This is an optimization exercise on Yosys and OpenROAD, whose aim is small area and a short achievable clock period, not a production implementation.
In this exercise RTL edits were held to simulation tests only and were not proved equivalent to the original.
No activity file was given, so power comes from the tool's default toggle rates.

// Processor
module Processor (
    input         clk,
    input         rst,
    input  [31:0] Instruction,
    input  [31:0] DataIn,
    output [31:0] AddrOut,
    output [31:0] DataOut,
    output [31:0] InstrAddr,
    output        MemWrite
    );
Size: ~4200 cells after synthesis, about 160 I/O pins, about 46000 um2 of cells after synthesis.
Settings: LEC_CHECK=0, CAP_MARGIN=20, CORE_MARGIN=2, CORE_UTILIZATION=50, CTS_BUF_LIST=sky130_fd_sc_hd__clkbuf_8, CTS_CLUSTER_DIAMETER=60, CTS_CLUSTER_SIZE=14, PLACE_DENSITY=0.65, SLEW_MARGIN=20, SYNTH_HIERARCHICAL=1; clock period 27.0 ns.
standard.sh (not shown) runs the stock make flow with config.mk's settings and CLKGATE_MAP_FILE= SYNTH_SCRIPT=/design/flow/synth_recipe.tcl, a recipe that flattens the netlist after the stock synthesis.
==> flow/flow/run.sh <==
#!/bin/bash
set -euo pipefail
here=$(cd "$(dirname "$0")" && pwd)
work=$(dirname "$here")
cd "$work"
source "$here/params.sh"
bash standard.sh synth > flow_synth.log 2>&1
bash standard.sh "BUFFER_PORTS_ARGS=-buffer_cell $PORT_BUF" \
    "SETUP_SLACK_MARGIN=$REPAIR_MARGIN" $EXTRA finish > flow_layout.log 2>&1
==> flow/flow/params.sh <==
PORT_BUF=sky130_fd_sc_hd__buf_2
REPAIR_MARGIN=13.5
EXTRA=""
Change:
--- a/flow/flow/run.sh
+++ b/flow/flow/run.sh
@@ -9 +9 @@
-    "SETUP_SLACK_MARGIN=$REPAIR_MARGIN" $EXTRA finish > flow_layout.log 2>&1
+    "SETUP_SLACK_MARGIN=$REPAIR_MARGIN" "CTS_ARGS=$CTS" finish > flow_layout.log 2>&1
==> flow/flow/params.sh (replaced) <==
PORT_BUF=sky130_fd_sc_hd__buf_2
REPAIR_MARGIN=13.75
CTS="-sink_clustering_enable -repair_clock_nets -buf_list sky130_fd_sc_hd__clkbuf_8 -sink_clustering_size 14 -sink_clustering_max_diameter 60 -dont_use_dummy_load"
Effect: The new run completed with no timing, DRC or antenna violations. Sequential power hardly moves. Count of clock-buffer cells in the layout goes down by 7. Final area shrinks by 0.30%. Fmax is higher by about 1.6%.
Change:
--- a/flow/flow/params.sh
+++ b/flow/flow/params.sh
@@ -2 +2 @@
-REPAIR_MARGIN=13.75
+REPAIR_MARGIN=13.5
Result: The changed run produced a clean layout. Synthesized cell count does not change. Worst setup slack loses 240 ps. Sequential share of layout area goes up by 0.36 points. Power is about the same. Register-to-register slack loses 130 ps. Non-clock buffer count goes down by 6. Cell count stays flat. Cell area goes down by 0.86%. Flip-flop and latch count stays the same. Routed wire length barely changes. Utilization goes down by 0.49 points.

* * *

Another version of the RTL of Processor (not shown whole).
Size: roughly 4100 cells after synthesis, about 160 I/O pins, roughly 0.045 mm2 of cells after synthesis.
==> flow/config.mk <==
export PLATFORM = sky130hd
export DESIGN_NAME = Processor
export DESIGN_NICKNAME = Processor
export VERILOG_FILES = /design/flow/design.v
export SDC_FILE = /design/flow/constraint.sdc
export NUM_CORES = 8
export LEC_CHECK = 0
export CAP_MARGIN = 20
export CORE_MARGIN = 2
export CORE_UTILIZATION = 50
export CTS_BUF_LIST = sky130_fd_sc_hd__clkbuf_8
export CTS_CLUSTER_DIAMETER = 60
export CTS_CLUSTER_SIZE = 14
export GPL_ROUTABILITY_DRIVEN = 0
export PLACE_DENSITY = 0.65
export SLEW_MARGIN = 20
export SYNTH_HIERARCHICAL = 1
==> flow/constraint.sdc <==
create_clock -name core_clock -period 27.0 [get_ports {clk}]
set_input_delay 5.4000 -clock core_clock [delete_from_list [all_inputs] [get_ports {clk}]]
set_output_delay 5.4000 -clock core_clock [all_outputs]
set_load 0.01 [all_outputs]
==> flow/flow/run.sh <==
#!/bin/bash
set -euo pipefail
here=$(cd "$(dirname "$0")" && pwd)
work=$(dirname "$here")
cd "$work"
source "$here/params.sh"
bash standard.sh synth > flow_synth.log 2>&1
bash standard.sh "BUFFER_PORTS_ARGS=-buffer_cell $PORT_BUF" \
    "SETUP_SLACK_MARGIN=$REPAIR_MARGIN" "CTS_ARGS=$CTS" finish > flow_layout.log 2>&1
==> flow/flow/params.sh <==
PORT_BUF=sky130_fd_sc_hd__buf_2
REPAIR_MARGIN=13.75
CTS="-sink_clustering_enable -repair_clock_nets -buf_list sky130_fd_sc_hd__clkbuf_8 -sink_clustering_size 14 -sink_clustering_max_diameter 60 -dont_use_dummy_load"
The baseline completed with no timing, DRC or antenna violations.
==> next run, changes <==
Settings changed: GPL_ROUTABILITY_DRIVEN 0 to unset.
Power rises by 0.61%. Worst setup slack degrades by 0.027 ns. Sequential power stays flat. Hold slack stays flat. Design area rises by 0.51%. Area after synthesis is unchanged. Global-route usage goes up by 1.9 points. Cell count is about the same.

## afterwards: timing with drivers on the ports
How much do the figures lean on ideal ports? The routed layouts below were timed once more, with nothing changed but the port constraints. Step 1 assumes that a clkbuf_16 drives the clock port and a buf_2 every other input. Step 2 also shifts input and output timing later by t, the mid clock arrival at the registers, as if the neighbouring blocks saw the same clock. a / b / c = ideal ports / drivers / drivers and shift; a / b = the first two.
run | t, ns | slack for setup (ns) | worst hold slack (ns) | latest minus earliest clock arrival (ns)
the first run of note 1 | 0.855 | 13.408 / 13.365 / 13.365 | 0.506 / 0.506 / 0.506 | 0.050 / 0.051
the second run of note 1 | 0.826 | 13.627 / 13.587 / 13.587 | 0.504 / 0.504 / 0.504 | 0.094 / 0.094
the third run of note 1 | 0.827 | 13.389 / 13.347 / 13.347 | 0.506 / 0.506 / 0.506 | 0.099 / 0.099
the first run of note 2 | 0.797 | 13.656 / 13.628 / 13.628 | 0.505 / 0.505 / 0.505 | 0.138 / 0.138
the second run of note 2 | 0.842 | 13.629 / 13.597 / 13.597 | 0.503 / 0.503 / 0.503 | 0.113 / 0.113
After both steps setup and hold are still met in every run listed. The setup slack of the first run of note 1, which loses most, moves by -0.043 ns with the drivers and by -0.043 ns with both steps.
